Source: an optimization exercise on an open RTL-to-GDS flow (aim: small area). Production flows keep margins and buffers that such runs may drop. Function was checked by simulation only, so behaviour that the tests miss may differ from the original. The clock cells of runs 3 to 8 come from the design's own scripts or RTL, not from TritonCTS. No driver is modelled on the clock port, so clock power and skew are understated where the tree is cut down; a real chip needs a root buffer or a tree. Power and IR drop assume default switching activity.

<file path="flow/config.mk">
export PLATFORM = sky130hd
export DESIGN_NAME = uart2rffe_top
export DESIGN_NICKNAME = uart2rffe_top
export VERILOG_FILES = /design/flow/design.v
export SDC_FILE = /design/flow/constraint.sdc
export NUM_CORES = 4
export LEC_CHECK = 0
export CAP_MARGIN = 20
export CORE_MARGIN = 2
export CORE_UTILIZATION = 40
export CTS_BUF_LIST = sky130_fd_sc_hd__clkbuf_4
export CTS_CLUSTER_DIAMETER = 200
export CTS_CLUSTER_SIZE = 50
export PLACE_DENSITY = 0.6
export SLEW_MARGIN = 20
</file>
<file path="flow/constraint.sdc">
create_clock -name core_clock -period 20.0 [get_ports {clk}]
set_input_delay 4.0000 -clock core_clock [delete_from_list [all_inputs] [get_ports {clk}]]
set_output_delay 4.0000 -clock core_clock [all_outputs]
set_load 0.01 [all_outputs]
</file>
<file path="flow/design.v">
`timescale 1ns / 1ps
module uart2rffe_top
(
    input  clk,
    input  rst_n,
    input  FPGA_RX,
    output FPGA_TX,
    output spi_clk_rffe,
    output spi_sdo_rffe,
    output spi_le_rffe
);
reg [10:0] rxs;
always @(posedge clk)
    if (!rst_n) rxs <= 11'h7ff;
    else        rxs <= {rxs[9:0], FPGA_RX};
wire [2:0] ones = rxs[4] + rxs[5] + rxs[6] + rxs[7] + rxs[8] + rxs[9] + rxs[10];
wire rxd = (ones >= 3'd4);
localparam R_S3 = 4'd3, R_IDLE = 4'd4, R_LOCK = 4'd5, R_SBD = 4'd6, R_START = 4'd7, R_D0 = 4'd8;
reg [3:0] pos;
reg [8:0] rc;        
reg [1:0] ist;       
reg [3:0] n;         
reg [63:0] F;        
reg [2:0] z;         
reg P;               
localparam [8:0] U0 = 9'h055, U217 = 9'h0fa, U432 = 9'h115, U433 = 9'h02a;
function [8:0] lfsr(input [8:0] s);
    lfsr = {s[7:0], s[8] ^ s[4]};
endfunction
wire rtick  = (rc == U433);              
wire rsamp  = (rc == U0);                
wire ridle  = (pos[3:1] == 3'b010);      
wire instop = (pos[3:2] == 2'b00);
wire rstart = (pos == R_IDLE) && !rxd;
wire done   = rtick && (pos == R_S3);
always @(posedge clk) begin
    if (!rst_n) begin
        pos <= R_IDLE;
        ist <= 2'd0;
        n   <= 4'd0;
    end else begin
        if (!rxd && (instop || pos == R_IDLE))
            pos <= (done) ? R_LOCK : R_SBD;
        else if (rtick && !ridle)
            pos <= pos + 4'd1;
        if (rstart)
            n <= 4'd0;
        else if (rtick && pos == R_START && n != 4'd11)
            n <= n + 4'd1;
        if (rstart)            ist <= 2'd0;
        else if (done)         ist <= 2'd1;
        else if (ist == 2'd1)  ist <= 2'd2;
        else if (ist == 2'd2)  ist <= 2'd3;
        else                   ist <= 2'd0;
    end
end
always @(posedge clk)
    if (!rxd && (instop || pos == R_IDLE)) rc <= U217;
    else if (rtick)                        rc <= U0;
    else                                   rc <= lfsr(rc);
wire [7:0] b7 = F[7:0];
always @(posedge clk)
    if (rsamp && pos[3]) begin
        F <= {rxd, F[63:1]};
        if (pos == R_D0) begin
            P <= (z == 3'd5);
            z <= (b7 == 8'h01) ? 3'd1 :
                 (b7 == 8'h02) ? 3'd2 :
                 (b7 == 8'hAA) ? 3'd3 :
                 (b7 == 8'h55) ? 3'd4 :
                 (b7 == 8'h5D && z == 3'd4) ? 3'd5 : 3'd0;
        end
    end
wire act   = ist[1];
wire valid = (n == 4'd11) && P && (F[63:56] == 8'h0A) && (F[55:48] == 8'h0D);
wire [1:0] cmd = z[2] ? 2'd0 : z[1:0];
reg sbusy, spend;
reg [2:0] pres;
reg [5:0] d;         
wire m23 = (cmd == 2'd2);
wire spi_go = act && valid && (cmd == 2'd1 || cmd == 2'd2) && !sbusy;
always @(posedge clk) begin
    if (!rst_n) begin
        sbusy <= 1'b0;
        spend <= 1'b0;
    end else begin
        spend <= spi_go;
        if (!sbusy) begin
            if (spend) sbusy <= 1'b1;
        end else if (pres == 3'd4 && d == (m23 ? 6'd0 : 6'd16))
            sbusy <= 1'b0;
    end
    pres <= (sbusy && pres != 3'd4) ? pres + 3'd1 : 3'd0;
    if (!sbusy) d <= m23 ? 6'd50 : 6'd48;
    else if (pres == 3'd4) d <= d - 6'd1;
end
wire [22:0] W = {F[6:0], F[15:8], F[23:16]};
wire wbit  = W[d[5:1]];
wire ssc12 = m23 ? (d == 6'd49 || d == 6'd48) : (d == 6'd47 || d == 6'd46);
wire datap = m23 ? (d <= 6'd45) : (d <= 6'd43);
assign spi_le_rffe  = !sbusy;
assign spi_clk_rffe = sbusy && datap && d[0];
assign spi_sdo_rffe = sbusy && (ssc12 || (datap && wbit));
localparam T_STOP = 4'd0, T_IDLE = 4'd1, T_PEND = 4'd2, T_PRE = 4'd6, T_START = 4'd7;
reg [3:0] q;
reg [3:0] p;         
reg [8:0] tc;        
wire ttick = (tc == U433);
wire tx_ready = (q == T_IDLE) || (q == T_PEND);
wire tx_go = act && tx_ready && (!valid || cmd == 2'd3);
always @(posedge clk) begin
    if (!rst_n)
        q <= T_IDLE;
    else if (q == T_IDLE) begin
        if (tx_go) q <= T_PEND;
    end else if (q == T_PEND)
        q <= T_PRE;
    else if (ttick) begin
        if (q == T_STOP) q <= (p == 4'd0) ? T_IDLE : T_START;
        else             q <= q + 4'd1;
    end
    if (tx_go)
        p <= valid ? 4'd14 : 4'd7;
    else if (ttick && q == T_STOP)
        p <= (p == 4'd8) ? 4'd2 : p - 4'd1;
    if (q == T_PEND)  tc <= U432;
    else if (ttick)   tc <= U0;
    else              tc <= lfsr(tc);
end
reg [7:0] ch;
always @(*)
    case (p)
    4'd0:  ch = 8'h0A;
    4'd1:  ch = 8'h0D;
    4'd2:  ch = 8'h21;
    4'd3:  ch = 8'h72;
    4'd4:  ch = 8'h6F;
    4'd5:  ch = 8'h72;
    4'd6:  ch = 8'h72;
    4'd7:  ch = 8'h65;
    4'd8:  ch = 8'h4B;
    4'd9:  ch = 8'h4F;
    4'd10: ch = 8'h20;
    4'd11: ch = 8'h41;
    4'd12: ch = 8'h47;
    4'd13: ch = 8'h50;
    4'd14: ch = 8'h45;
    default: ch = 8'hxx;
    endcase
wire txb = (q == T_START) ? 1'b0 : q[3] ? ch[q[2:0]] : 1'b1;
assign FPGA_TX = !rst_n || txb;
endmodule
</file>
<file path="flow/flow/run.sh">
#!/bin/bash
# The standard layout, with clock tree synthesis told not to add dummy loads
# for balancing. Make's full output goes to standard_flow.log; ORFS keeps each
# step's own log under orfs/logs/.
set -euo pipefail
export CTS_ARGS='-sink_clustering_enable -repair_clock_nets -sink_clustering_size 50 -sink_clustering_max_diameter 200 -root_buf sky130_fd_sc_hd__clkbuf_8 -buf_list sky130_fd_sc_hd__clkbuf_4 -dont_use_dummy_load'
bash standard.sh > standard_flow.log 2>&1
</file>
<file path="flow/standard.sh">
#!/bin/bash
# synth_recipe.tcl (not shown) runs the flow's synth.tcl, then flattens the netlist and writes it again
# the make line also repeats each setting of config.mk as NAME=value (left out here)
make -C /OpenROAD-flow-scripts/flow DESIGN_CONFIG=/design/flow/config.mk WORK_HOME=/design/flow/orfs CLKGATE_MAP_FILE= SYNTH_SCRIPT=/design/flow/synth_recipe.tcl "${@:-finish}"
</file>
==> results of run 1 <==
==> where the power goes <==
part / leakage (nW) / internal (mW) / total [mW] / switching (mW)
registers: 1.12 / 0.296 / 0.305 / 0.00810
logic: 0.903 / 0.00990 / 0.0148 / 0.00489
clock network: 0.0808 / 0.0417 / 0.120 / 0.0781
total: 2.11 / 0.348 / 0.439 / 0.0911
==> worst max-delay path, stage by stage <==
cell             delay, ps
clkdlybuf4s50_1        810
o21ai_0                210
clkdlybuf4s50_1        520
==> final timing paths <==
kind	end	from	cells after the start	slack [ps]
min	rxs[4]$_SDFF_PN1_	rxs[3]$_SDFF_PN1_	1	400
max reg2reg	pos[0]$_SDFFE_PN0P_	rxs[4]$_SDFF_PN1_	11	16880
max	FPGA_TX	rst_n	3	10450
min reg2reg	rxs[4]$_SDFF_PN1_	rxs[3]$_SDFF_PN1_	1	400
==> cell type report <==
type,count,area (µm²),area share
Clock buffer,17,133.9,0.02249
Timing Repair Buffer,8,72.57,0.01219
Inverter,29,108.9,0.01828
Tap cell,180,225.2,0.03783
Sequential cell,133,3443,0.5784
Multi-Input combinational cell,260,1969,0.3308
==> layer usage <==
metal  routed length [µm]  global-route usage  up-vias
met5                    0                   0        -
met2                 3890              0.1896       43
met3                  351             0.04635        9
li1                     -                   -     1583
met1                 4425              0.1822     1563
met4                  106             0.05172        0
==> cells by family after synthesis <==
family                     count (synthesis)
AOI/OAI and AO/OA                         55
xor gates and xnor gates                  14
muxes                                     19
buffers and inverters                     40
DFF                                      133
adders and majority gates                 28
and+or+nand+nor                          144
==> layout by cell type, fill, tap and decap left out, drive strengths merged, types with 5 or more instances in the layout <==
cell            n
ha             26
clkdlybuf4s50   6
xor2            5
mux4            7
nor2b          10
nor2           33
clkbuf         17
edfxtp         78
nor3           11
a21oi          11
nor4            6
inv            28
a21o            5
nand2          25
or2            11
nand2b         12
o211ai          6
o21ai          14
xnor2           9
dfxtp          55
mux2i           8
==> stage by stage <==
| step | power, mW | cells | cell area (µm²) | setup slack (ps) |
|---|---|---|---|---|
| after global placement | 0.3247 | 609 | 5814 | 10500 |
| after detailed placement | 0.3259 | 610 | 5819 | 10430 |
| final | 0.4392 | 627 | 5953 | 10450 |
| after global routing | 0.4585 | 627 | 5953 | 10310 |
| after CTS | 0.4463 | 627 | 5953 | 10400 |
| after floorplan | 0.3209 | 433 | 5570 | 11550 |
==> state kept, by name, summed over array words and instances (netlist names) <==
register	cells
sbusy	1
pres	3
n	4
d	6
pos	4
P	1
q	4
ch	7
ist	2
p	4
z	3
rc	9
spend	1
F	64
rxs	11
tc	9
==> impl_metrics.yaml, run 1 <==
outcome:
  status: "no timing/DRC/antenna violations"
floorplanning:
  die_area_um2: 14890
  boundaryPins: 7
  start_util: 0.4060
  die_w_um: 122.0
  dieHeight_um: 122.0
  core_um2: 13720
  num_rows: 43
drt:
  ant_nets: 0
  first_pass_iters: 4
  routedWlPerCell_um: 13.99
  wl_mm: 8.774
  viasPerCell: 5.100
  drtIter0Drc: 343
  drc_errors: 0
  via_count: 3198
yosys:
  synth-seq-cells: 133
  synth-edff-count: 78
  avgSynthCellArea_um2: 12.86
  synth-compound-area-share: 0.06649
  synthSimpleGateAreaFrac: 0.1469
  synth_cell_type_count: 64
  synth_top_area_frac: 0.4205
  synth_largest_area_cell: "edfxtp_1"
  syn-num-nets: 464
  yosysSeqAreaShare: 0.6181
  synthTopCellsByCount: "78 x edfxtp_1, 55 x dfxtp_1, 33 x nor2_1"
  yosys_warnings: 1
  synth_xor_area_frac: 0.02201
  muxShareOfSynthArea: 0.05144
  syn_inst: 433
  synth-adder-area-share: 0.06559
  post-synth-top-count-cell: "edfxtp_1"
  synth_area_leaders: "edfxtp_1 42%, dfxtp_1 20%, ha_1 5.8%"
  synthArstFlopShare: 0
  synth_top_family_by_area: "simple AND/OR/NAND/NOR gates"
  syn_area_um2: 5570
  synth_flop_cell: "edfxtp_1"
clock_tree:
  cts_hold_buf: 0
  cts_sinks: 133
  clock_latency_ps: 410
  cts-root-buf: "clkbuf_8"
  cts_tree: "yes"
  postCtsSetupRepairBufs: 0
  cts_htree_levels: 4
  cts_resized: 0
  cts.reportedPaths.clkPinSlew_ps: 100
  clock_path_buffers: 2
  cts_buffers: 17
sta:
  fmax_mhz: 104.8
  rsz0062_at_grt: "no"
  fin_worst_skew_ps: 33.16
  setup_tns_ps: 0
  holdWs_ps: 398.0
  timing.final.setup_violations: 0
  finalHoldViolations: 0
  relSlewSlack: 0.4628
  final_max_slew_viol_count: 0
  period_needed_ps: 9546
  worst_slew_pin_slew_ps: 805.8
  post-route-period-util: 0.4773
finish:
  nFillCells: 1294
  area.growth.synth_to_final_pct: 6.873
  finish.utilization: 0.4339
  nNetsFinal: 480
  n_antenna_cell: 0
  layout-drive-gt1-share: 0.1163
placed_design:
  dp_hpwl_mm: 5.855
  io_buffer_count: 6
  gp_congestion: 0.8170
critical_path:
  path_class: "primary input to output pin"
  cp_max_fo: 17
  required_ps: 16000
  endpoint_kind: "output pin"
  cp.arrival_ps: 5550
  worst_setup_path_start_kind: "primary input"
global_route:
  grt_max_degree: 66
  grt_antenna_before_repair: 0
  grt_overflow_total: 0
  grt_pass1_vias: 3172
  grt_pass1_wl_mm: 15.14
  grt_util_all_layers: 0.1318
job:
  maxCapViolations: 0
pwr:
  leakage_nw: 2.106
  power_density_nw_per_um2: 73.78
  ir_worst_vdd_v: 0.00005605
min_path:
  hold_class: "flip-flop to flip-flop"
==> run 2, diff against run 1 <==
==> flow/flow/run.sh (replaced) <==
#!/bin/bash
# The standard layout, with clock tree synthesis told not to add dummy loads
# for balancing. Make's full output goes to standard_flow.log; ORFS keeps each
# step's own log under orfs/logs/.
set -euo pipefail
export CTS_ARGS='-sink_clustering_enable -repair_clock_nets -sink_clustering_size 40 -sink_clustering_max_diameter 300 -sink_clustering_levels 1 -buf_list sky130_fd_sc_hd__clkbuf_8 -dont_use_dummy_load'
bash standard.sh > standard_flow.log 2>&1
==> run 2 against run 1 <==
Effect of this change: flip-flop and latch count unchanged; setup slack got worse by 9.3 ps; critical path type unchanged; clock skew decreased by 14 ps.
==> impl_metrics.yaml, run 2 <==
global_route:
  grt_antenna_before_repair: 0
  globalRouteMet1Util: 0.1822
  use_met3: 0.04775
  grt_max_degree: 66
  met2_usage: 0.1917
  grt_pass1_vias: 3182
  grt_util_all_layers: 0.1330
  gr-max-usage-layer: "met2"
  grt_pass1_wl_mm: 15.20
  grt_overflow_total: 0
drt:
  wl_mm: 8.788
  drc_errors: 0
  ant_nets: 0
  drtIter0Drc: 316
  routedWlPerCell_um: 14.02
  via_count: 3189
  viasPerCell: 5.086
  first_pass_iters: 4
sta:
  final_max_slew_viol_count: 0
  worst_slew_pin_slew_ps: 799.0
  timing.final.setup_violations: 0
  setup_tns_ps: 0
  fin_worst_skew_ps: 18.86
  finalHoldViolations: 0
  period_needed_ps: 9555
  post-route-period-util: 0.4778
  rsz0062_at_grt: "no"
  fmax_mhz: 104.7
  relSlewSlack: 0.4673
clock_tree:
  cts_tree: "yes"
  cts_resized: 0
  cts_buffers: 17
  clock_path_buffers: 2
  cts.reportedPaths.clkPinSlew_ps: 60
  postCtsSetupRepairBufs: 0
  cts-root-buf: "clkbuf_8"
  cts_htree_levels: 4
  clock_latency_ps: 430
  cts_sinks: 133
  cts_hold_buf: 0
finish:
  finish.utilization: 0.4412
  regArea_um2: 3443
  n_antenna_cell: 0
  largest_reg_flops: 64
  area.growth.synth_to_final_pct: 8.670
  final_cell_mix: "78 x edfxtp_1, 55 x dfxtp_1, 33 x nor2_1"
  final_common_cell: "edfxtp_1"
  multi_input_area_um2: 1969
  top_register: "F"
  nFillCells: 1271
  nNetsFinal: 480
  biggestRegsByFlops: "F: 64 flops, rxs: 11 flops"
  layout-drive-gt1-share: 0.1163
placed_design:
  gp_congestion: 0.8170
  dp_hpwl_mm: 5.855
  io_buffer_count: 6
yosys:
  synth_area_leaders: "edfxtp_1 42%, dfxtp_1 20%, ha_1 5.8%"
  synth_flop_cell: "edfxtp_1"
  synth_top_area_frac: 0.4205
  synth-seq-cells: 133
  syn_inst: 433
  syn-num-nets: 464
  synthArstFlopShare: 0
  avgSynthCellArea_um2: 12.86
  syn_area_um2: 5570
  synth-edff-count: 78
  yosysSeqAreaShare: 0.6181
  synthTopCellsByCount: "78 x edfxtp_1, 55 x dfxtp_1, 33 x nor2_1"
  yosys_warnings: 1
  post-synth-top-count-cell: "edfxtp_1"
  synth_largest_area_cell: "edfxtp_1"
  synth_cell_type_count: 64
critical_path:
  path_class: "primary input to output pin"
  ff2ff_setup_slack_ps: 16880
  rr_startpoint: "rxs[4]$_SDFF_PN1_"
  endpoint_kind: "output pin"
  cp.arrival_ps: 5560
  required_ps: 16000
  cp_max_fo: 17
  worst_setup_path_start_kind: "primary input"
  rr_endpoint: "pos[0]$_SDFFE_PN0P_"
  reg2reg_depth: 11
floorplanning:
  dieHeight_um: 122.0
  core_um2: 13720
  boundaryPins: 7
  num_rows: 43
  start_util: 0.4060
  die_area_um2: 14890
  die_w_um: 122.0
min_path:
  min_to: "rxs[4]$_SDFF_PN1_"
  hp-start: "rxs[3]$_SDFF_PN1_"
  hold_depth: 1
  hold_class: "flip-flop to flip-flop"
pwr:
  ir_worst_vdd_v: 0.00006666
  power_density_nw_per_um2: 79.05
  leakage_nw: 2.147
outcome:
  status: "no timing/DRC/antenna violations"
job:
  maxCapViolations: 0
[run 2: logic make-up after synthesis]
logic type                 Yosys count  synth area share
muxes                               19           0.05144
xor gates and xnor gates            14           0.02201
AOI/OAI and AO/OA                   55           0.06649
adders and majority gates           28           0.06559
and+or+nand+nor                    144            0.1469
DFF                                133            0.6182
buffers and inverters               40           0.02942
[run 2: how the worst max path moves through the flow]
stage | from | endpoint | slack, ps | cells after the start
after global routing | rst_n | FPGA_TX | 10310 | 3
final | rst_n | FPGA_TX | 10440 | 3
after detailed placement | rst_n | FPGA_TX | 10430 | 3
after floorplan | rst_n | FPGA_TX | 11550 | 2
after global placement | rst_n | FPGA_TX | 10500 | 3
after CTS | rst_n | FPGA_TX | 10400 | 3
[run 2: stage by stage]
step	instances	power (mW)	cell area [µm²]	worst slack [ps]	hold slack (ps)
finish	627	0.4785	6053	10440	396.1
floorplan	433	0.3209	5570	11550	386.3
global placement	609	0.3247	5814	10500	392.6
detailed placement	610	0.3259	5819	10430	396.1
global route	627	0.4977	6053	10310	412.1
CTS	627	0.4854	6053	10400	400.1
[run 2: area by class of cell]
cell class,instances,share of cell area
tap,180,0.03721
timing repair buffer,8,0.01199
sequential,133,0.5688
multi-input combinational,260,0.3253
clock buffer,17,0.03865
inverter,29,0.01798
[run 2: routing by layer]
layer,vias up,part of all wire,wire length [µm]
met1,1557,0.49,4308
met5,-,0,0
met2,46,0.45,3995
li1,1579,-,-
met3,7,0.044,384
met4,0,0.011,99
[run 2: critical path: stages]
cell,delay [ps]
clkdlybuf4s50_1,820
o21ai_0,210
clkdlybuf4s50_1,520
[run 2: power by group]
group          switching, mW  internal (mW)  leakage [nW]
Sequential           0.00818          0.297          1.12
Combinational        0.00483        0.00990         0.903
Clock                 0.0840         0.0746         0.122
Total                 0.0970          0.382          2.15
==> run 3, diff against run 2 <==
==> flow/flow/run.sh (replaced) <==
#!/bin/bash
# The standard layout, except the clock tree: after ORFS's clock tree synthesis,
# flow/clock_tree.tcl replaces its tree with a smaller one (a root buffer and one
# buffer per group of nearby flip-flops). Make's full output goes to
# standard_flow.log; ORFS keeps each step's log under orfs/logs/.
set -euo pipefail
export POST_CTS_TCL="$PWD/flow/clock_tree.tcl"
export CTS_TREE_GROUPS="${CTS_TREE_GROUPS:-8}"
export CTS_LEAF_BUF="${CTS_LEAF_BUF:-sky130_fd_sc_hd__clkbuf_8}"
bash standard.sh > standard_flow.log 2>&1
==> flow/flow/clock_tree.tcl (new file) <==
# Replace the clock tree that clock_tree_synthesis built with a two-level tree:
# clk -> one root buffer -> one leaf buffer per group of flip-flops, the groups
# made by splitting the flip-flops in halves by position, alternating x and y.
set db [ord::get_db]
set block [[$db getChip] getBlock]
set root_master [$db findMaster sky130_fd_sc_hd__clkbuf_4]
set leaf_master [$db findMaster $::env(CTS_LEAF_BUF)]
set ngroups $::env(CTS_TREE_GROUPS)

set clk_net [$block findNet clk]
set sinks {}
set old_insts {}
set old_nets {}
set todo [list $clk_net]
while {[llength $todo] > 0} {
  set net [lindex $todo 0]
  set todo [lrange $todo 1 end]
  foreach it [$net getITerms] {
    if {[$it isOutputSignal]} { continue }
    set inst [$it getInst]
    set mname [[$inst getMaster] getName]
    if {[string match "sky130_fd_sc_hd__clkbuf_*" $mname] || [string match "sky130_fd_sc_hd__clkinv*" $mname] || [string match "clkload*" [$inst getName]]} {
      lappend old_insts $inst
      foreach o [$inst getITerms] {
        if {[$o isOutputSignal] && [$o getNet] != "NULL"} {
          lappend old_nets [$o getNet]
          lappend todo [$o getNet]
        }
      }
    } else {
      lappend sinks $it
    }
  }
}
puts "clock_tree.tcl: [llength $sinks] sinks, removing [llength $old_insts] buffers"
foreach it $sinks { $it disconnect }
foreach inst $old_insts { odb::dbInst_destroy $inst }
foreach net $old_nets { odb::dbNet_destroy $net }

proc sink_xy {it} {
  set b [[$it getInst] getBBox]
  return [list [expr {([$b xMin] + [$b xMax]) / 2}] [expr {([$b yMin] + [$b yMax]) / 2}]]
}
proc split_groups {items n axis} {
  if {$n <= 1} { return [list $items] }
  set keyed {}
  foreach it $items { lappend keyed [list [lindex [sink_xy $it] $axis] $it] }
  set sorted {}
  foreach k [lsort -integer -index 0 $keyed] { lappend sorted [lindex $k 1] }
  set h [expr {[llength $sorted] / 2}]
  set a [lrange $sorted 0 [expr {$h - 1}]]
  set b [lrange $sorted $h end]
  set nax [expr {1 - $axis}]
  return [concat [split_groups $a [expr {$n / 2}] $nax] [split_groups $b [expr {$n / 2}] $nax]]
}
proc place_at {inst x y} {
  $inst setLocation [expr {int($x)}] [expr {int($y)}]
  $inst setPlacementStatus PLACED
}

set groups [split_groups $sinks $ngroups 0]
set root [odb::dbInst_create $block $root_master clktree_root]
[$root findITerm A] connect $clk_net
set root_net [odb::dbNet_create $block clktree_root_net]
$root_net setSigType CLOCK
[$root findITerm X] connect $root_net
set sx 0; set sy 0; set sn 0
set i 0
foreach g $groups {
  set leaf [odb::dbInst_create $block $leaf_master clktree_leaf_$i]
  set net [odb::dbNet_create $block clktree_leaf_net_$i]
  $net setSigType CLOCK
  [$leaf findITerm A] connect $root_net
  [$leaf findITerm X] connect $net
  set gx 0; set gy 0
  foreach it $g {
    $it connect $net
    lassign [sink_xy $it] x y
    set gx [expr {$gx + $x}]; set gy [expr {$gy + $y}]
  }
  set gx [expr {$gx / [llength $g]}]; set gy [expr {$gy / [llength $g]}]
  place_at $leaf $gx $gy
  set sx [expr {$sx + $gx}]; set sy [expr {$sy + $gy}]; incr sn
  puts "clock_tree.tcl: leaf $i drives [llength $g] flip-flops at ($gx, $gy)"
  incr i
}
place_at $root [expr {$sx / $sn}] [expr {$sy / $sn}]
$clk_net setSigType CLOCK

detailed_placement
check_placement -verbose
estimate_parasitics -placement
report_clock_skew
repair_timing -hold -hold_margin 0.1
detailed_placement
check_placement -verbose
estimate_parasitics -placement
report_clock_skew
report_worst_slack -min
report_worst_slack -max
--- a/flow/config.mk
+++ b/flow/config.mk
@@ -8,8 +8,5 @@
 export CAP_MARGIN = 20
 export CORE_MARGIN = 2
 export CORE_UTILIZATION = 40
-export CTS_BUF_LIST = sky130_fd_sc_hd__clkbuf_4
-export CTS_CLUSTER_DIAMETER = 200
-export CTS_CLUSTER_SIZE = 50
 export PLACE_DENSITY = 0.6
 export SLEW_MARGIN = 20
==> run 3 against run 2 <==
Effect of this change: global-route usage shrank 1.0 points; highest routed layer unchanged; critical endpoint unchanged; sequential power is essentially flat; sequential share of layout area grew 1.1 points; still clean on timing, DRC and antenna.
==> impl_metrics.yaml, run 3 <==
floorplanning:
  die_w_um: 122.0
  start_util: 0.4060
  dieHeight_um: 122.0
  core_um2: 13720
  num_rows: 43
  boundaryPins: 7
  die_area_um2: 14890
critical_path:
  worst_setup_path_start_kind: "primary input"
  critical_path_buf_inv_count: 2
  cp_max_fo: 17
  worst_path_largest_cell_delay_ps: 820
  cp_cell_sequence: "clkdlybuf4s50_1, o21ai_0, clkdlybuf4s50_1"
  cp.arrival_ps: 5550
  path_class: "primary input to output pin"
  cp_slowest_cell: "clkdlybuf4s50_1"
  required_ps: 16000
  crit_top_cell: "clkdlybuf4s50_1"
  endpoint_kind: "output pin"
  path_delay_family: "buffers and inverters"
sta:
  fin_worst_skew_ps: 14.39
  setup_tns_ps: 0
  rsz0062_at_grt: "no"
  worst_slew_pin_slew_ps: 795.0
  post-route-period-util: 0.4773
  final_max_slew_viol_count: 0
  relSlewSlack: 0.4700
  finalHoldViolations: 0
  timing.final.setup_violations: 0
  period_needed_ps: 9546
  fmax_mhz: 104.8
global_route:
  grt_antenna_before_repair: 0
  grt_pass1_wl_mm: 15.03
  grt_max_degree: 66
  grt_pass1_vias: 3122
  grt_overflow_total: 0
  grt_util_all_layers: 0.1228
yosys:
  avgSynthCellArea_um2: 12.86
  synthArstFlopShare: 0
  muxShareOfSynthArea: 0.05144
  synth_top_family_by_area: "simple AND/OR/NAND/NOR gates"
  synth_xor_area_frac: 0.02201
  post-synth-top-count-cell: "edfxtp_1"
  synth-adder-area-share: 0.06559
  synth-edff-count: 78
  synth_largest_area_cell: "edfxtp_1"
  synth-seq-cells: 133
  synth-compound-area-share: 0.06649
  yosysSeqAreaShare: 0.6181
  synth_cell_type_count: 64
  syn_area_um2: 5570
  synthSimpleGateAreaFrac: 0.1469
  synth_flop_cell: "edfxtp_1"
  synthTopCellsByCount: "78 x edfxtp_1, 55 x dfxtp_1, 33 x nor2_1"
  syn-num-nets: 464
  synth_area_leaders: "edfxtp_1 42%, dfxtp_1 20%, ha_1 5.8%"
  syn_inst: 433
  yosys_warnings: 1
  synth_top_area_frac: 0.4205
finish:
  largest_reg_flops: 64
  n_antenna_cell: 0
  top_register: "F"
  area.growth.synth_to_final_pct: 6.581
  final_cell_mix: "78 x edfxtp_1, 55 x dfxtp_1, 33 x nor2_1"
  final_common_cell: "edfxtp_1"
  biggestRegsByFlops: "F: 64 flops, rxs: 11 flops"
  nNetsFinal: 472
  finish.utilization: 0.4327
  layout-drive-gt1-share: 0.1002
pwr:
  leakage_nw: 2.087
  p_total_uw: 431.9
  ir_worst_vdd_v: 0.00005504
  power_density_nw_per_um2: 72.74
clock_tree:
  cts_sinks: 133
  cts.reportedPaths.clkPinSlew_ps: 90
  clock_latency_ps: 480
drt:
  viasPerCell: 5.071
  drtIter0Drc: 280
  drc_errors: 0
  ant_nets: 0
  via_count: 3139
  routedWlPerCell_um: 14.11
  first_pass_iters: 5
  wl_mm: 8.736
outcome:
  status: "no timing/DRC/antenna violations"
placed_design:
  dp_hpwl_mm: 5.855
  gp_congestion: 0.8170
  io_buffer_count: 6
job:
  maxCapViolations: 0
min_path:
  hold_class: "flip-flop to flip-flop"
-- run 3: cell counts after synthesis --
Identical to the previous run, type by type.
-- run 3: through the flow --
stage / hold slack [ps] / cells / setup slack (ps) / cell area [µm²]
6_report: 417.0 / 619 / 10450 / 5937
5_1_grt: 434.2 / 619 / 10310 / 5937
3_5_place_dp: 396.1 / 610 / 10430 / 5819
3_3_place_gp: 392.6 / 609 / 10500 / 5814
2_1_floorplan: 386.3 / 433 / 11550 / 5570
-- run 3: layout make-up --
class,count,area [µm²]
well taps,180,225.2
flip-flops and latches,133,3443
inverters,29,108.9
plain buffers,9,117.6
fillers,1274,7782
repair buffers,8,72.57
multi-input cells,260,1969
-- run 3: cell families after synthesis --
kind of cell             count (synthesis)
AND/OR/NAND/NOR                        144
buffers and inverters                   40
adder cells (fa/ha/maj)                 28
AO/OA/AOI/OAI                           55
flip-flops                             133
XOR/XNOR                                14
multiplexers                            19
-- run 3: metal layers --
metal	vias to the layer above	routed length (µm)	global-route usage
li1	1567	-	-
met1	1530	4252	0.1764
met2	37	4048	0.1966
met3	5	338	0.02247
met4	0	96	0.02299
met5	-	0	0
-- run 3: final timing paths --
kind                     startpoint                   to  slack [ps]  cells after the start
setup / recovery              rst_n              FPGA_TX       10450                      3
hold / removal    rxs[3]$_SDFF_PN1_    rxs[4]$_SDFF_PN1_         420                      1
setup reg to reg  rxs[4]$_SDFF_PN1_  pos[0]$_SDFFE_PN0P_       16880                     11
hold reg to reg   rxs[3]$_SDFF_PN1_    rxs[4]$_SDFF_PN1_         420                      1
-- run 3: report_power, final --
group	switching, mW	internal [mW]	leakage [nW]	total, mW
logic	0.00481	0.00990	0.903	0.0147
clock network	0.0746	0.0380	0.0621	0.113
registers	0.00800	0.296	1.12	0.304
total	0.0874	0.344	2.09	0.432
==> run 4, diff against run 3 <==
--- a/flow/config.mk
+++ b/flow/config.mk
@@ -7,6 +7,6 @@
 export LEC_CHECK = 0
 export CAP_MARGIN = 20
 export CORE_MARGIN = 2
-export CORE_UTILIZATION = 40
-export PLACE_DENSITY = 0.6
+export CORE_UTILIZATION = 65
+export PLACE_DENSITY = 0.8
 export SLEW_MARGIN = 20
==> run 4 against run 3 <==
Effect of this change: hold slack worse by 4.1 ps; critical path depth unchanged; final cell count down 12%; clock power about the same; largest cell class unchanged; sequential share of layout area up 0.93 points.
==> impl_metrics.yaml, run 4 <==
clock_tree:
  cts.reportedPaths.clkPinSlew_ps: 100
  cts_sinks: 133
  clock_latency_ps: 460
yosys:
  yosysSeqAreaShare: 0.6181
  synth_cell_type_count: 64
  syn-num-nets: 464
  synth-seq-cells: 133
  synth_flop_cell: "edfxtp_1"
  synth-edff-count: 78
  yosys_warnings: 1
  synth_area_leaders: "edfxtp_1 42%, dfxtp_1 20%, ha_1 5.8%"
  syn_area_um2: 5570
  synthArstFlopShare: 0
  synthTopCellsByCount: "78 x edfxtp_1, 55 x dfxtp_1, 33 x nor2_1"
  synth_top_area_frac: 0.4205
  post-synth-top-count-cell: "edfxtp_1"
  syn_inst: 433
  avgSynthCellArea_um2: 12.86
  synth_largest_area_cell: "edfxtp_1"
critical_path:
  cp_cell_sequence: "clkdlybuf4s50_1, o21ai_0, clkdlybuf4s50_1"
  worst_setup_path_start_kind: "primary input"
  path_class: "primary input to output pin"
  path_delay_family: "buffers and inverters"
  required_ps: 16000
  critical_path_buf_inv_count: 2
  crit_top_cell: "clkdlybuf4s50_1"
  worst_path_largest_cell_delay_ps: 850
  cp_slowest_cell: "clkdlybuf4s50_1"
  endpoint_kind: "output pin"
  cp.arrival_ps: 5610
  cp_max_fo: 17
pwr:
  ir_worst_vdd_v: 0.00007487
  leakage_nw: 2.083
  power_density_nw_per_um2: 73.84
sta:
  rsz0062_at_grt: "no"
  worst_slew_pin_slew_ps: 781.1
  timing.final.setup_violations: 0
  final_max_slew_viol_count: 0
  setup_tns_ps: 0
  fin_ws_ps: 10390
  finalHoldViolations: 0
  post-route-period-util: 0.4807
  relSlewSlack: 0.4792
  period_needed_ps: 9615
  fin_worst_skew_ps: 14.62
  fmax_mhz: 104.0
floorplanning:
  boundaryPins: 7
  die_w_um: 96.57
  die_area_um2: 9326
  start_util: 0.6745
  num_rows: 33
  core_um2: 8258
  dieHeight_um: 96.57
drt:
  drtIter0Drc: 173
  first_pass_iters: 4
  routedWlPerCell_um: 16.91
  ant_nets: 0
  wl_mm: 9.181
  viasPerCell: 5.873
  via_count: 3189
  drc_errors: 0
placed_design:
  gp_congestion: 0.7706
  dp_slack_ps: 10400
  dpl-instance-area_um2: 5720
  io_buffer_count: 6
  dp_hpwl_mm: 5.737
  dp_cells: 534
finish:
  largest_reg_flops: 64
  final_cells: 543
  area.growth.synth_to_final_pct: 4.897
  final_common_cell: "edfxtp_1"
  n_antenna_cell: 0
  biggestRegsByFlops: "F: 64 flops, rxs: 11 flops"
  nNetsFinal: 471
  layout-drive-gt1-share: 0.1005
  final_cell_mix: "78 x edfxtp_1, 55 x dfxtp_1, 33 x nor2_1"
  top_register: "F"
  final_area_um2: 5843
global_route:
  grt_antenna_before_repair: 0
  grt_pass1_vias: 3124
  grt_overflow_total: 0
  grt_util_all_layers: 0.2054
  grt_max_degree: 66
  grt_pass1_wl_mm: 14.80
min_path:
  hold_class: "flip-flop to flip-flop"
outcome:
  status: "no timing/DRC/antenna violations"
job:
  maxCapViolations: 0
run 4: worst paths after layout:
path,startpoint,to,slack (ps),depth (start not counted)
worst max register to register,rxs[4]$_SDFF_PN1_,pos[0]$_SDFFE_PN0P_,16790,11
worst max-delay path,rst_n,FPGA_TX,10390,3
worst min-delay path,F[30]$_DFFE_PP_,F[29]$_DFFE_PP_,410,0
worst min register to register,F[30]$_DFFE_PP_,F[29]$_DFFE_PP_,410,0
run 4: kinds of logic (layout without fill, tap and decap cells):
logic type      after synthesis  count (layout)  share of synthesized area
compound gates               55              55                    0.06649
xor+xnor                     14              14                    0.02201
fa+ha+maj                    28              28                    0.06559
buf+inv                      40              45                    0.02942
flops                       133             133                     0.6182
mux                          19              19                    0.05144
simple gates                144             144                     0.1469
run 4: cell type report:
class	instances	area, µm²
Buffer	9	117.6
Multi-Input combinational cell	260	1974
Timing Repair Buffer	7	67.56
Sequential cell	133	3443
Tap cell	105	131.4
Inverter	29	108.9
Fill cell	566	2415
run 4: per-layer routing:
layer	part of all wire	GRT usage
met5	0	0
met4	0.013	0.04812
met3	0.040	0.03646
met2	0.49	0.3455
met1	0.46	0.2813
run 4: worst reg2reg max path, stage by stage, from the launching register on:
cell and delay, ps:
dfxtp_1 330, fa_1 530, inv_1 50, fa_1 470
inv_1 40, ha_1 270, a21o_1 180, a21o_1 210
nor3_2 580, o21ai_0 250, o21ai_0 130, nor2_1 50
run 4: where the power goes:
part / total, mW / internal, mW / switching [mW]
clock: 0.112 / 0.0381 / 0.0740
combinational: 0.0146 / 0.00989 / 0.00469
sequential: 0.305 / 0.297 / 0.00828
total: 0.431 / 0.344 / 0.0870
run 4: per-stage QoR:
stage	hold slack, ps	utilization	total power [mW]
after floorplan	386.3	-	0.3209
after global placement	390.7	0.6927	0.3244
after detailed placement	404.0	0.6927	0.3256
after global routing	423.3	0.7076	0.4466
final	412.9	0.7076	0.4315
==> run 5, diff against run 4 <==
--- a/flow/flow/run.sh
+++ b/flow/flow/run.sh
@@ -5,6 +5,6 @@
 # standard_flow.log; ORFS keeps each step's log under orfs/logs/.
 set -euo pipefail
 export POST_CTS_TCL="$PWD/flow/clock_tree.tcl"
-export CTS_TREE_GROUPS="${CTS_TREE_GROUPS:-8}"
-export CTS_LEAF_BUF="${CTS_LEAF_BUF:-sky130_fd_sc_hd__clkbuf_8}"
+export CTS_TREE_GROUPS="${CTS_TREE_GROUPS:-4}"
+export CTS_LEAF_BUF="${CTS_LEAF_BUF:-sky130_fd_sc_hd__clkbuf_16}"
 bash standard.sh > standard_flow.log 2>&1
--- a/flow/config.mk
+++ b/flow/config.mk
@@ -7,6 +7,6 @@
 export LEC_CHECK = 0
 export CAP_MARGIN = 20
 export CORE_MARGIN = 2
-export CORE_UTILIZATION = 65
-export PLACE_DENSITY = 0.8
+export CORE_UTILIZATION = 40
+export PLACE_DENSITY = 0.6
 export SLEW_MARGIN = 20
==> run 5 against run 4 <==
Effect of this change: still clean on timing, DRC and antenna; setup slack improved by 73 ps; synthesized cell count unchanged; sequential share of layout area decreased by 0.83 points; final cell count increased by 13%.
==> impl_metrics.yaml, run 5 <==
outcome:
  status: "no timing/DRC/antenna violations"
floorplanning:
  start_util: 0.4060
  core_um2: 13720
  boundaryPins: 7
  num_rows: 43
  die_w_um: 122.0
  die_area_um2: 14890
  dieHeight_um: 122.0
finish:
  nFillCells: 1268
  final_area_um2: 5927
  nNetsFinal: 468
  top_register: "F"
  n_antenna_cell: 0
  area.growth.synth_to_final_pct: 6.402
  layout-drive-gt1-share: 0.09195
  final_cell_mix: "78 x edfxtp_1, 55 x dfxtp_1, 33 x nor2_1"
  final_common_cell: "edfxtp_1"
  largest_reg_flops: 64
  biggestRegsByFlops: "F: 64 flops, rxs: 11 flops"
yosys:
  synth_cell_type_count: 64
  synth_area_leaders: "edfxtp_1 42%, dfxtp_1 20%, ha_1 5.8%"
  syn_inst: 433
  synth-compound-area-share: 0.06649
  synth_xor_area_frac: 0.02201
  yosys_warnings: 1
  synthSimpleGateAreaFrac: 0.1469
  synth-seq-cells: 133
  synth_largest_area_cell: "edfxtp_1"
  synth_top_family_by_area: "simple AND/OR/NAND/NOR gates"
  synthTopCellsByCount: "78 x edfxtp_1, 55 x dfxtp_1, 33 x nor2_1"
  synth_flop_cell: "edfxtp_1"
  post-synth-top-count-cell: "edfxtp_1"
  syn_area_um2: 5570
  synthArstFlopShare: 0
  synth-edff-count: 78
  avgSynthCellArea_um2: 12.86
  yosysSeqAreaShare: 0.6181
  synth_top_area_frac: 0.4205
  muxShareOfSynthArea: 0.05144
  synth-adder-area-share: 0.06559
  syn-num-nets: 464
critical_path:
  rr_startpoint: "rxs[4]$_SDFF_PN1_"
  worst_path_largest_cell_delay_ps: 810
  worst_setup_path_start_kind: "primary input"
  reg2reg_depth: 11
  rr_endpoint: "pos[0]$_SDFFE_PN0P_"
  cp-startpoint: "rst_n"
  cp_max_fo: 17
  ff2ff_setup_slack_ps: 16870
  required_ps: 16000
  crit_top_cell: "clkdlybuf4s50_1"
  path_class: "primary input to output pin"
  cp_slowest_cell: "clkdlybuf4s50_1"
  cp_cell_sequence: "clkdlybuf4s50_1, o21ai_0, clkdlybuf4s50_1"
  endpoint_kind: "output pin"
  cp.arrival_ps: 5540
clock_tree:
  cts.reportedPaths.clkPinSlew_ps: 120
  clock_latency_ps: 450
  cts_sinks: 133
drt:
  drtIter0Drc: 294
  wl_mm: 8.739
  viasPerCell: 5.098
  ant_nets: 0
  drc_errors: 0
  first_pass_iters: 4
  routedWlPerCell_um: 14.21
  via_count: 3135
sta:
  setup_tns_ps: 0
  timing.final.setup_violations: 0
  worst_slew_pin_slew_ps: 790.3
  fmax_mhz: 104.8
  period_needed_ps: 9542
  rsz0062_at_grt: "no"
  final_max_slew_viol_count: 0
  finalHoldViolations: 0
  post-route-period-util: 0.4771
  fin_worst_skew_ps: 11.37
  relSlewSlack: 0.4731
pwr:
  p_total_uw: 432.6
  leakage_nw: 2.079
  ir_worst_vdd_v: 0.00005288
  power_density_nw_per_um2: 72.99
min_path:
  min_to: "rxs[4]$_SDFF_PN1_"
  hold_class: "flip-flop to flip-flop"
  hp-start: "rxs[3]$_SDFF_PN1_"
  hold_depth: 1
placed_design:
  dp_hpwl_mm: 5.855
  io_buffer_count: 6
  dpl-instance-area_um2: 5819
  gp_congestion: 0.8170
global_route:
  grt_max_degree: 66
  grt_util_all_layers: 0.1226
  grt_pass1_vias: 3093
  grt_pass1_wl_mm: 15.01
  grt_overflow_total: 0
  grt_antenna_before_repair: 0
job:
  maxCapViolations: 0
run 5: cell type report:
type | count | area, µm² | share of cell area
plain buffers | 5 | 107.6 | 0.01815
inverters | 29 | 108.9 | 0.01837
multi-input cells | 260 | 1969 | 0.3323
flip-flops and latches | 133 | 3443 | 0.5810
well taps | 180 | 225.2 | 0.03800
repair buffers | 8 | 72.57 | 0.01224
run 5: per-stage QoR:
step           worst slack [ps]  hold WS (ps)  cells    util
2_1_floorplan             11550         386.3    433       -
3_3_place_gp              10500         392.6    609  0.4238
3_5_place_dp              10430         396.1    610  0.4242
5_1_grt                   10310         438.8    615  0.4320
6_report                  10460         423.7    615  0.4320
run 5: worst max-delay path by stage:
stage,end,slack [ps]
finish,FPGA_TX,10460
global route,FPGA_TX,10310
detailed placement,FPGA_TX,10430
global placement,FPGA_TX,10500
floorplan,FPGA_TX,11550
run 5: worst max-delay path: cells and delay by family:
family	cells	cell delay (ps)
AO/OA/AOI/OAI	1	210
buffers and inverters	2	1330
run 5: metal layers:
metal	wire (µm)	track usage
met5	0	0
met2	3998	0.1931
met4	139	0.02586
met1	4390	0.1825
met3	211	0.01498
run 5: power breakdown:
group          internal, mW  leakage [nW]  switching [mW]
registers             0.297          1.12         0.00799
clock network        0.0388        0.0539          0.0746
logic               0.00990         0.903         0.00473
total                 0.345          2.08          0.0873
run 5: kinds of logic (layout without fill, tap and decap cells):
logic type               Yosys count  after routing
flip-flops                       133            133
AO/OA/AOI/OAI                     55             55
adder cells (fa/ha/maj)           28             28
XOR/XNOR                          14             14
buffers and inverters             40             42
AND/OR/NAND/NOR                  144            144
multiplexers                      19             19
==> run 6, diff against run 5 <==
--- a/flow/design.v
+++ b/flow/design.v
@@ -127,26 +127,9 @@
     else if (ttick)   tc <= U0;
     else              tc <= lfsr(tc);
 end
-reg [7:0] ch;
-always @(*)
-    case (p)
-    4'd0:  ch = 8'h0A;
-    4'd1:  ch = 8'h0D;
-    4'd2:  ch = 8'h21;
-    4'd3:  ch = 8'h72;
-    4'd4:  ch = 8'h6F;
-    4'd5:  ch = 8'h72;
-    4'd6:  ch = 8'h72;
-    4'd7:  ch = 8'h65;
-    4'd8:  ch = 8'h4B;
-    4'd9:  ch = 8'h4F;
-    4'd10: ch = 8'h20;
-    4'd11: ch = 8'h41;
-    4'd12: ch = 8'h47;
-    4'd13: ch = 8'h50;
-    4'd14: ch = 8'h45;
-    default: ch = 8'hxx;
-    endcase
-wire txb = (q == T_START) ? 1'b0 : q[3] ? ch[q[2:0]] : 1'b1;
+localparam [127:0] CHARS = 128'h0045504741204F4B6572726F72210D0A;
+wire [6:0] tbit = {p, q[2:0]};
+wire cbit = CHARS[tbit];
+wire txb = (q == T_START) ? 1'b0 : q[3] ? cbit : 1'b1;
 assign FPGA_TX = !rst_n || txb;
 endmodule
--- a/flow/flow/run.sh
+++ b/flow/flow/run.sh
@@ -5,6 +5,7 @@
 # standard_flow.log; ORFS keeps each step's log under orfs/logs/.
 set -euo pipefail
 export POST_CTS_TCL="$PWD/flow/clock_tree.tcl"
-export CTS_TREE_GROUPS="${CTS_TREE_GROUPS:-4}"
-export CTS_LEAF_BUF="${CTS_LEAF_BUF:-sky130_fd_sc_hd__clkbuf_16}"
+export CTS_TREE_GROUPS="${CTS_TREE_GROUPS:-8}"
+export CTS_ROOT_BUF="${CTS_ROOT_BUF:-sky130_fd_sc_hd__clkbuf_4}"
+export CTS_LEAF_BUF="${CTS_LEAF_BUF:-sky130_fd_sc_hd__clkbuf_8}"
 bash standard.sh > standard_flow.log 2>&1
--- a/flow/flow/clock_tree.tcl
+++ b/flow/flow/clock_tree.tcl
@@ -3,7 +3,7 @@
 # made by splitting the flip-flops in halves by position, alternating x and y.
 set db [ord::get_db]
 set block [[$db getChip] getBlock]
-set root_master [$db findMaster sky130_fd_sc_hd__clkbuf_4]
+set root_master [$db findMaster $::env(CTS_ROOT_BUF)]
 set leaf_master [$db findMaster $::env(CTS_LEAF_BUF)]
 set ngroups $::env(CTS_TREE_GROUPS)
 
==> run 6 against run 5 <==
Effect of this change: synthesized area decreased by 4.0%; synthesized cell count decreased by 0.92%; global-route usage increased by 0.074 points; sequential power about the same; total power increased by 2.1%; final area decreased by 3.9%; clock power about the same; utilization increased by 0.15 points; critical path type unchanged; largest cell class unchanged.
==> impl_metrics.yaml, run 6 <==
outcome:
  status: "no timing/DRC/antenna violations"
finish:
  multi_input_area_um2: 1893
  biggestRegsByFlops: "F: 64 flops, rxs: 11 flops"
  area.growth.synth_to_final_pct: 6.529
  n_antenna_cell: 0
  nNetsFinal: 457
  finish.utilization: 0.4335
  layout-drive-gt1-share: 0.06527
  top_register: "F"
  nFillCells: 1226
  largest_reg_flops: 64
  final_common_cell: "edfxtp_1"
  regArea_um2: 3303
  final_cell_mix: "78 x edfxtp_1, 48 x dfxtp_1, 33 x nor2_1"
critical_path:
  path_class: "primary input to output pin"
  endpoint: "FPGA_TX"
  endpoint_kind: "output pin"
  cp.arrival_ps: 5840
  required_ps: 16000
  rr_endpoint: "pos[0]$_SDFFE_PN0P_"
  rr_startpoint: "rxs[4]$_SDFF_PN1_"
  cp_max_fo: 24
  cp-startpoint: "rst_n"
  worst_setup_path_start_kind: "primary input"
  ff2ff_setup_slack_ps: 16800
  reg2reg_depth: 9
yosys:
  synth-edff-count: 78
  synth_flop_cell: "edfxtp_1"
  syn_area_um2: 5346
  syn-num-nets: 455
  avgSynthCellArea_um2: 12.46
  synth_area_leaders: "edfxtp_1 44%, dfxtp_1 18%, ha_1 4.9%"
  yosys_warnings: 1
  syn_inst: 429
  yosysSeqAreaShare: 0.6178
  post-synth-top-count-cell: "edfxtp_1"
  synth_top_area_frac: 0.4381
  synthArstFlopShare: 0
  synth_cell_type_count: 64
  synthTopCellsByCount: "78 x edfxtp_1, 48 x dfxtp_1, 34 x nor2_1"
  synth-seq-cells: 126
  synth_largest_area_cell: "edfxtp_1"
drt:
  routedWlPerCell_um: 14.38
  drc_errors: 0
  drtIter0Drc: 260
  wl_mm: 8.701
  first_pass_iters: 4
  viasPerCell: 5.210
  ant_nets: 0
  via_count: 3152
placed_design:
  dp_hpwl_mm: 5.672
  gp_congestion: 0.7963
  io_buffer_count: 6
  dp_slack_ps: 10160
sta:
  final_max_slew_viol_count: 0
  worst_slew_pin_slew_ps: 947.5
  fin_ws_ps: 10160
  timing.final.setup_violations: 0
  post-route-period-util: 0.4921
  fmax_mhz: 101.6
  fin_worst_skew_ps: 10.53
  relSlewSlack: 0.3671
  rsz0062_at_grt: "no"
  setup_tns_ps: 0
  period_needed_ps: 9841
  finalHoldViolations: 0
pwr:
  leakage_nw: 2.002
  p_total_uw: 441.7
  ir_worst_vdd_v: 0.00004725
  power_density_nw_per_um2: 77.55
floorplanning:
  num_rows: 42
  dieHeight_um: 119.6
  start_util: 0.4070
  core_um2: 13140
  boundaryPins: 7
  die_w_um: 119.6
  die_area_um2: 14310
clock_tree:
  cts_sinks: 126
  cts.reportedPaths.clkPinSlew_ps: 90
  clock_latency_ps: 490
global_route:
  grt_overflow_total: 0
  grt_antenna_before_repair: 0
  grt_pass1_vias: 3013
  grt_max_degree: 66
  grt_util_all_layers: 0.1233
  grt_pass1_wl_mm: 14.77
min_path:
  hold_class: "flip-flop to flip-flop"
  hold_depth: 1
job:
  maxCapViolations: 0
-- run 6: cell count changes after synthesis, moves of 5 or more --
cell      delta
or2_2        -7
nor3_1       -6
nand2b_1     +5
ha_1         -5
inv_1        -6
mux2i_1      -5
dfxtp_1      -7
-- run 6: cell families (layout without fill, tap and decap cells) --
| group | after synthesis | count (layout) | share of synthesized area |
|---|---|---|---|
| and+or+nand+nor | 151 | 151 | 0.1598 |
| adders and majority gates | 23 | 23 | 0.05663 |
| xor gates and xnor gates | 14 | 14 | 0.02294 |
| buffers and inverters | 40 | 40 | 0.02949 |
| muxes | 9 | 9 | 0.02879 |
| AOI/OAI and AO/OA | 66 | 66 | 0.08449 |
| DFF | 126 | 126 | 0.6178 |
-- run 6: worst min path at each step --
stage	from	to	slack, ps
2_1_floorplan	rxs[0]$_SDFF_PN1_	rxs[1]$_SDFF_PN1_	390
3_3_place_gp	rxs[3]$_SDFF_PN1_	rxs[4]$_SDFF_PN1_	390
3_5_place_dp	rxs[2]$_SDFF_PN1_	rxs[3]$_SDFF_PN1_	400
5_1_grt	F[33]$_DFFE_PP_	F[32]$_DFFE_PP_	430
6_report	rxs[3]$_SDFF_PN1_	rxs[4]$_SDFF_PN1_	420
-- run 6: per-stage QoR --
stage	hold WS, ps	instance area [µm²]	std cells
finish	417.6	5695	605
global route	433.2	5695	605
detailed placement	400.1	5578	596
global placement	392.4	5578	596
floorplan	386.3	5346	429
-- run 6: area by class of cell --
cell class                 count  area share
tap                          176     0.03866
buffer                         9     0.02065
inverter                      23     0.01516
multi-input combinational    263      0.3324
timing repair buffer           8     0.01318
sequential                   126      0.5800
-- run 6: per-layer routing --
layer | global-route usage | share of wire | vias to the layer above
li1 | - | - | 1563
met1 | 0.1808 | 0.50 | 1532
met2 | 0.1907 | 0.45 | 45
met3 | 0.02709 | 0.038 | 12
met4 | 0.02206 | 0.013 | 0
met5 | 0 | 0 | -
-- run 6: critical path: stages --
cell and delay (ps):
clkdlybuf4s50_1 450, buf_4 240, o2111ai_1 140, a41oi_1 180
o311ai_0 160, and4_1 190, clkdlybuf4s50_1 470
-- run 6: power by group --
part,internal (mW),switching (mW)
clock,0.0379,0.0738
sequential,0.292,0.0115
combinational,0.0165,0.00953
==> run 7, diff against run 6 <==
==> flow/flow/run.sh (replaced) <==
#!/bin/bash
# The standard layout, except the clock tree: after ORFS's clock tree synthesis,
# flow/clock_tree.tcl replaces its tree with a smaller one (a root buffer and one
# buffer per group of nearby flip-flops), and gives the ports the smallest
# buffer. Make's full output goes to
# standard_flow.log; ORFS keeps each step's log under orfs/logs/.
set -euo pipefail
export POST_CTS_TCL="$PWD/flow/clock_tree.tcl"
export CTS_TREE_GROUPS="${CTS_TREE_GROUPS:-8}"
export CTS_ROOT_BUF="${CTS_ROOT_BUF:-sky130_fd_sc_hd__clkbuf_4}"
export PORT_BUF="${PORT_BUF:-sky130_fd_sc_hd__buf_1}"
export CTS_LEAF_BUF="${CTS_LEAF_BUF:-sky130_fd_sc_hd__clkbuf_8}"
bash standard.sh > standard_flow.log 2>&1
--- a/flow/flow/clock_tree.tcl
+++ b/flow/flow/clock_tree.tcl
@@ -6,6 +6,16 @@
 set root_master [$db findMaster $::env(CTS_ROOT_BUF)]
 set leaf_master [$db findMaster $::env(CTS_LEAF_BUF)]
 set ngroups $::env(CTS_TREE_GROUPS)
+
+# The port buffers ORFS chose (clkdlybuf4s50_1) are larger than the ports need:
+# use the smallest buffer instead.
+foreach inst [$block getInsts] {
+  set name [$inst getName]
+  if {[regexp {^(input|output)[0-9]+$} $name] && [[$inst getMaster] getName] != $::env(PORT_BUF)} {
+    puts "clock_tree.tcl: port buffer $name -> $::env(PORT_BUF)"
+    replace_cell $name $::env(PORT_BUF)
+  }
+}
 
 set clk_net [$block findNet clk]
 set sinks {}
==> run 7 against run 6 <==
Effect of this change: still clean on timing, DRC and antenna; critical path depth unchanged; sequential power about the same; clock power about the same; setup slack better by 710 ps; first-iteration DRC count up 3.8%; maximum frequency up 7.8%; critical path type unchanged; largest power group unchanged; highest routed layer unchanged.
==> impl_metrics.yaml, run 7 <==
sta:
  relSlewSlack: 0.3671
  post-route-period-util: 0.4565
  setup_tns_ps: 0
  fin_ws_ps: 10870
  final_max_slew_viol_count: 0
  fin_worst_skew_ps: 10.58
  fmax_mhz: 109.5
  finalHoldViolations: 0
  rsz0062_at_grt: "no"
  worst_slew_pin_slew_ps: 947.5
  timing.final.setup_violations: 0
  period_needed_ps: 9131
outcome:
  status: "no timing/DRC/antenna violations"
yosys:
  synth_largest_area_cell: "edfxtp_1"
  syn-num-nets: 455
  synth_cell_type_count: 64
  syn_area_um2: 5346
  synth_flop_cell: "edfxtp_1"
  syn_inst: 429
  yosysSeqAreaShare: 0.6178
  synth_top_area_frac: 0.4381
  synthArstFlopShare: 0
  post-synth-top-count-cell: "edfxtp_1"
  synth-seq-cells: 126
  avgSynthCellArea_um2: 12.46
  synth_area_leaders: "edfxtp_1 44%, dfxtp_1 18%, ha_1 4.9%"
  yosys_warnings: 1
  synth-edff-count: 78
  synthTopCellsByCount: "78 x edfxtp_1, 48 x dfxtp_1, 34 x nor2_1"
critical_path:
  worst_setup_path_start_kind: "primary input"
  endpoint_kind: "output pin"
  path_class: "primary input to output pin"
  required_ps: 16000
  cp.arrival_ps: 5130
  cp_max_fo: 24
floorplanning:
  boundaryPins: 7
  start_util: 0.4070
  dieHeight_um: 119.6
  num_rows: 42
  die_w_um: 119.6
  die_area_um2: 14310
  core_um2: 13140
finish:
  nNetsFinal: 457
  final_common_cell: "edfxtp_1"
  biggestRegsByFlops: "F: 64 flops, rxs: 11 flops"
  area.growth.synth_to_final_pct: 5.827
  final_cell_mix: "78 x edfxtp_1, 48 x dfxtp_1, 33 x nor2_1"
  n_antenna_cell: 0
  top_register: "F"
  layout-drive-gt1-share: 0.06527
  largest_reg_flops: 64
drt:
  routedWlPerCell_um: 14.34
  drtIter0Drc: 270
  wl_met3_um: 350
  wl_mm: 8.674
  drc_errors: 0
  met2_length_mm: 3.897
  ant_nets: 0
  routed.top_layer: "met4"
  first_pass_iters: 4
  viasPerCell: 5.200
  m1WireLength_mm: 4.313
  via_count: 3146
pwr:
  p_total_uw: 441.2
  leakage_nw: 1.986
  power_density_nw_per_um2: 77.98
  ir_worst_vdd_v: 0.00004724
job:
  maxCapViolations: 0
global_route:
  grt_max_degree: 66
  grt_pass1_vias: 3022
  grt_util_all_layers: 0.1236
  grt_overflow_total: 0
  grt_pass1_wl_mm: 14.81
  grt_antenna_before_repair: 0
placed_design:
  dp_hpwl_mm: 5.672
  gp_congestion: 0.7963
  dp_slack_ps: 10160
  io_buffer_count: 6
clock_tree:
  clock_latency_ps: 490
  cts.reportedPaths.clkPinSlew_ps: 90
  cts_sinks: 126
min_path:
  hold_class: "flip-flop to flip-flop"
run 7: power breakdown:
| part | switching [mW] | leakage (nW) | total [mW] | internal [mW] |
|---|---|---|---|---|
| clock | 0.0736 | 0.0621 | 0.111 | 0.0379 |
| combinational | 0.00951 | 0.862 | 0.0257 | 0.0162 |
| sequential | 0.0115 | 1.06 | 0.304 | 0.292 |
run 7: final cells by class:
class | count | area (µm²)
Buffer | 9 | 117.6
Fill cell | 1228 | 7480
Inverter | 23 | 86.33
Sequential cell | 126 | 3303
Multi-Input combinational cell | 263 | 1893
Timing Repair Buffer | 8 | 37.54
Tap cell | 176 | 220.2
run 7: cell families after synthesis:
family | synth area share
muxes | 0.02879
buffers and inverters | 0.02949
AOI/OAI and AO/OA | 0.08449
adders and majority gates | 0.05663
DFF | 0.6178
and+or+nand+nor | 0.1598
xor gates and xnor gates | 0.02294
run 7: metrics by stage:
step | instances | hold WS [ps] | utilization | area [µm²]
6_report | 605 | 417.6 | 0.4307 | 5658
5_1_grt | 605 | 433.2 | 0.4307 | 5658
2_1_floorplan | 429 | 386.3 | - | 5346
3_5_place_dp | 596 | 400.1 | 0.4246 | 5578
3_3_place_gp | 596 | 392.4 | 0.4246 | 5578
run 7: worst paths after layout:
| kind | from | to | slack [ps] | cells past startpoint |
|---|---|---|---|---|
| setup / recovery | rst_n | FPGA_TX | 10870 | 7 |
| hold / removal | rxs[3]$_SDFF_PN1_ | rxs[4]$_SDFF_PN1_ | 420 | 1 |
| setup reg to reg | rxs[4]$_SDFF_PN1_ | pos[0]$_SDFFE_PN0P_ | 16800 | 9 |
| hold reg to reg | rxs[3]$_SDFF_PN1_ | rxs[4]$_SDFF_PN1_ | 420 | 1 |
run 7: per-layer routing:
layer | up-vias | GRT usage
li1 | 1560 | -
met1 | 1528 | 0.1818
met2 | 46 | 0.1907
met3 | 12 | 0.02709
met4 | 0 | 0.02206
met5 | - | 0
run 7: worst max-delay path, cell delays in order:
cell and delay, ps:
buf_1 70, buf_4 240, o2111ai_1 140, a41oi_1 180, o311ai_0 180, and4_1 200
buf_1 120
==> run 8, diff against run 7 <==
--- a/flow/design.v
+++ b/flow/design.v
@@ -103,6 +103,7 @@
 assign spi_sdo_rffe = sbusy && (ssc12 || (datap && wbit));
 localparam T_STOP = 4'd0, T_IDLE = 4'd1, T_PEND = 4'd2, T_PRE = 4'd6, T_START = 4'd7;
 reg [3:0] q;
+localparam [63:0] PNEXT = 64'h0a0b654d0948ec31;    
 reg [3:0] p;         
 reg [8:0] tc;        
 wire ttick = (tc == U433);
@@ -116,18 +117,18 @@
     end else if (q == T_PEND)
         q <= T_PRE;
     else if (ttick) begin
-        if (q == T_STOP) q <= (p == 4'd0) ? T_IDLE : T_START;
+        if (q == T_STOP) q <= (p == 4'd13) ? T_IDLE : T_START;
         else             q <= q + 4'd1;
     end
     if (tx_go)
-        p <= valid ? 4'd14 : 4'd7;
+        p <= valid ? 4'd7 : 4'd2;
     else if (ttick && q == T_STOP)
-        p <= (p == 4'd8) ? 4'd2 : p - 4'd1;
+        p <= PNEXT[4 * p +: 4];
     if (q == T_PEND)  tc <= U432;
     else if (ttick)   tc <= U0;
     else              tc <= lfsr(tc);
 end
-localparam [127:0] CHARS = 128'h0045504741204F4B6572726F72210D0A;
+localparam [127:0] CHARS = 128'h00200a72724f720d456f4b2141654750;
 wire [6:0] tbit = {p, q[2:0]};
 wire cbit = CHARS[tbit];
 wire txb = (q == T_START) ? 1'b0 : q[3] ? cbit : 1'b1;
==> run 8 against run 7 <==
Effect of this change: maximum frequency is 4.4% lower; sequential share of layout area shrank 0.10 points; via count is 1.7% higher; flip-flop and latch count unchanged; hold slack got worse by 6.5 ps; die area rose by 0.23%; utilization rose by 0.076 points; setup slack worse by 420 ps; first-iteration DRC count shrank 14%; global-route usage barely moved.
==> impl_metrics.yaml, run 8 <==
outcome:
  status: "no timing/DRC/antenna violations"
job:
  maxCapViolations: 0
placed_design:
  dp_hpwl_mm: 5.749
  gp_congestion: 0.8064
  dp_cells: 600
  io_buffer_count: 6
  dp_slack_ps: 9811
yosys:
  syn-num-nets: 455
  yosysSeqAreaShare: 0.6164
  synth_top_area_frac: 0.4371
  synthArstFlopShare: 0
  synth-seq-cells: 126
  syn_area_um2: 5359
  synthTopCellsByCount: "78 x edfxtp_1, 48 x dfxtp_1, 33 x nor2_1"
  synth_area_leaders: "edfxtp_1 44%, dfxtp_1 18%, ha_1 4.4%"
  post-synth-top-count-cell: "edfxtp_1"
  avgSynthCellArea_um2: 12.43
  yosys_warnings: 1
  synth_largest_area_cell: "edfxtp_1"
  syn_inst: 431
  synth_cell_type_count: 70
  synth-edff-count: 78
  synth_flop_cell: "edfxtp_1"
sta:
  fin_ws_ps: 10450
  final_max_slew_viol_count: 0
  relSlewSlack: 0.2849
  timing.final.setup_violations: 0
  period_needed_ps: 9550
  worst_slew_pin_slew_ps: 1073
  finalHoldViolations: 0
  rsz0062_at_grt: "no"
  fmax_mhz: 104.7
  post-route-period-util: 0.4775
  fin_worst_skew_ps: 15.35
  setup_tns_ps: 0
finish:
  largest_reg_flops: 64
  biggestRegsByFlops: "F: 64 flops, rxs: 11 flops"
  area.growth.synth_to_final_pct: 5.767
  final_cell_mix: "78 x edfxtp_1, 48 x dfxtp_1, 33 x nor2_1"
  finish.utilization: 0.4314
  final_common_cell: "edfxtp_1"
  nFillCells: 1243
  nNetsFinal: 459
  top_register: "F"
  layout-drive-gt1-share: 0.06005
  n_antenna_cell: 0
  final_cells: 609
drt:
  routed.top_layer: "met4"
  ant_nets: 0
  first_pass_iters: 4
  via_count: 3201
  routedWlPerCell_um: 14.46
  viasPerCell: 5.256
  wl_met3_um: 361
  met2_length_mm: 4.209
  m1WireLength_mm: 4.129
  drc_errors: 0
  wl_mm: 8.807
  drtIter0Drc: 232
critical_path:
  worst_setup_path_start_kind: "primary input"
  ff2ff_setup_slack_ps: 16900
  endpoint_kind: "output pin"
  required_ps: 16000
  path_class: "primary input to output pin"
  cp_max_fo: 25
  cp.arrival_ps: 5550
pwr:
  swShare: 0.2016
  p_switching_uw: 83.17
  leakage_nw: 1.898
  p_seq_frac: 0.700
  p_clk_frac: 0.264
  power_density_nw_per_um2: 72.77
  p_int_uw: 329.3
  ir_worst_vdd_v: 0.00006077
  combPwrFrac: 0.036
  p_total_uw: 412.5
floorplanning:
  dieHeight_um: 119.7
  core_um2: 13140
  die_w_um: 119.7
  die_area_um2: 14340
  start_util: 0.4079
  num_rows: 42
  boundaryPins: 7
global_route:
  grt_overflow_total: 0
  grt_antenna_before_repair: 0
  grt_pass1_vias: 3089
  grt_pass1_wl_mm: 14.77
  grt_util_all_layers: 0.1237
  grt_max_degree: 66
clock_tree:
  cts_sinks: 126
  cts.reportedPaths.clkPinSlew_ps: 90
  clock_latency_ps: 470
min_path:
  hold_class: "flip-flop to flip-flop"
[run 8: cell count changes in the layout (fill, tap and decap cells not counted), moves of 4 or more]
cell,delta
nand2b_1,+10
nand3_1,+6
nand2_1,-5
inv_1,+4
mux4_2,-4
o21ai_0,-4
[run 8: power groups by stage]
stage               Combinational (mW)  Sequential (mW)  Clock (mW)
global placement                0.0148            0.294           0
finish                          0.0148            0.289       0.109
detailed placement              0.0151            0.295           0
global route                    0.0170            0.291       0.125
floorplan                       0.0125            0.293           0
[run 8: worst max-delay path, stage by stage]
cell and delay (ps):
buf_1 770, nand3_1 200, a2111oi_0 340, a311oi_1 100, buf_1 140
[run 8: cell type report]
| cell class | count | area (µm²) | share of cell area |
|---|---|---|---|
| plain buffers | 9 | 117.6 | 0.02075 |
| inverters | 27 | 101.3 | 0.01788 |
| multi-input cells | 264 | 1896 | 0.3344 |
| flip-flops and latches | 126 | 3303 | 0.5828 |
| well taps | 176 | 220.2 | 0.03885 |
| repair buffers | 7 | 30.03 | 0.005298 |
[run 8: worst paths after layout]
kind                     start           endpoint  cells past startpoint
min          rxs[3]$_SDFF_PN1_  rxs[4]$_SDFF_PN1_                      1
min reg2reg  rxs[3]$_SDFF_PN1_  rxs[4]$_SDFF_PN1_                      1
max reg2reg  rxs[4]$_SDFF_PN1_  n[0]$_SDFFE_PP0P_                     10
max                      rst_n            FPGA_TX                      5
[run 8: cells by family (layout without fill, tap and decap cells)]
logic type      Yosys count  count (layout)  synth area share
simple gates            150             150            0.1595
flops                   126             126            0.6164
compound gates           68              68           0.08896
buf+inv                  41              43           0.03012
fa+ha+maj                21              21           0.05183
mux                      13              13           0.03362
xor+xnor                 12              12           0.01961
[run 8: routing by layer]
| metal | vias to the layer above | global-route usage |
|---|---|---|
| met5 | - | 0 |
| met4 | 0 | 0.02794 |
| met3 | 8 | 0.02281 |
| met2 | 52 | 0.2018 |
| met1 | 1571 | 0.1726 |
| li1 | 1570 | - |
[run 8: per-stage QoR]
| stage | area [µm²] | hold WS, ps |
|---|---|---|
| 3_5_place_dp | 5588 | 396.0 |
| 3_3_place_gp | 5588 | 396.0 |
| 2_1_floorplan | 5359 | 386.3 |
| 6_report | 5668 | 411.1 |
| 5_1_grt | 5668 | 436.2 |

==> port drivers added, routing unchanged <==
The results above use ideal ports. As a check the final layouts listed here were re-extracted and re-timed, cells and wires unchanged.
Step 1: set_driving_cell puts a clkbuf_16 on clk and a buf_2 on each other input, an assumption about the parent block.
Step 2 moves the port delays by t, midway between the first and last clock arrival at a register: inputs arrive t later, outputs are due t later. That takes back most of the time a late clock gives input paths.
Three values: ideal ports, drivers, drivers and shift; two values: the first two.
run | shift t [ns] | setup WS [ns] | worst setup path after step 2 | cell pins on the clock port's net
run 1 | 0.432 | 10.454 / 10.432 / 10.432 | input to output | 1
run 2 | 0.462 | 10.445 / 10.423 / 10.423 | input to output | 1
run 3 | 0.505 | 10.454 / 10.432 / 10.432 | input to output | 1
run 4 | 0.487 | 10.385 / 10.363 / 10.363 | input to output | 1
run 5 | 0.484 | 10.458 / 10.436 / 10.436 | input to output | 1
run 6 | 0.519 | 10.159 / 10.136 / 10.136 | input to output | 1
run 7 | 0.520 | 10.869 / 10.846 / 10.846 | input to output | 1
run 8 | 0.489 | 10.450 / 10.422 / 10.422 | input to output | 1
After both steps setup and hold are still met in every run listed. The setup slack of run 8, which loses most, moves by -0.028 ns with the drivers and by -0.028 ns with both steps.
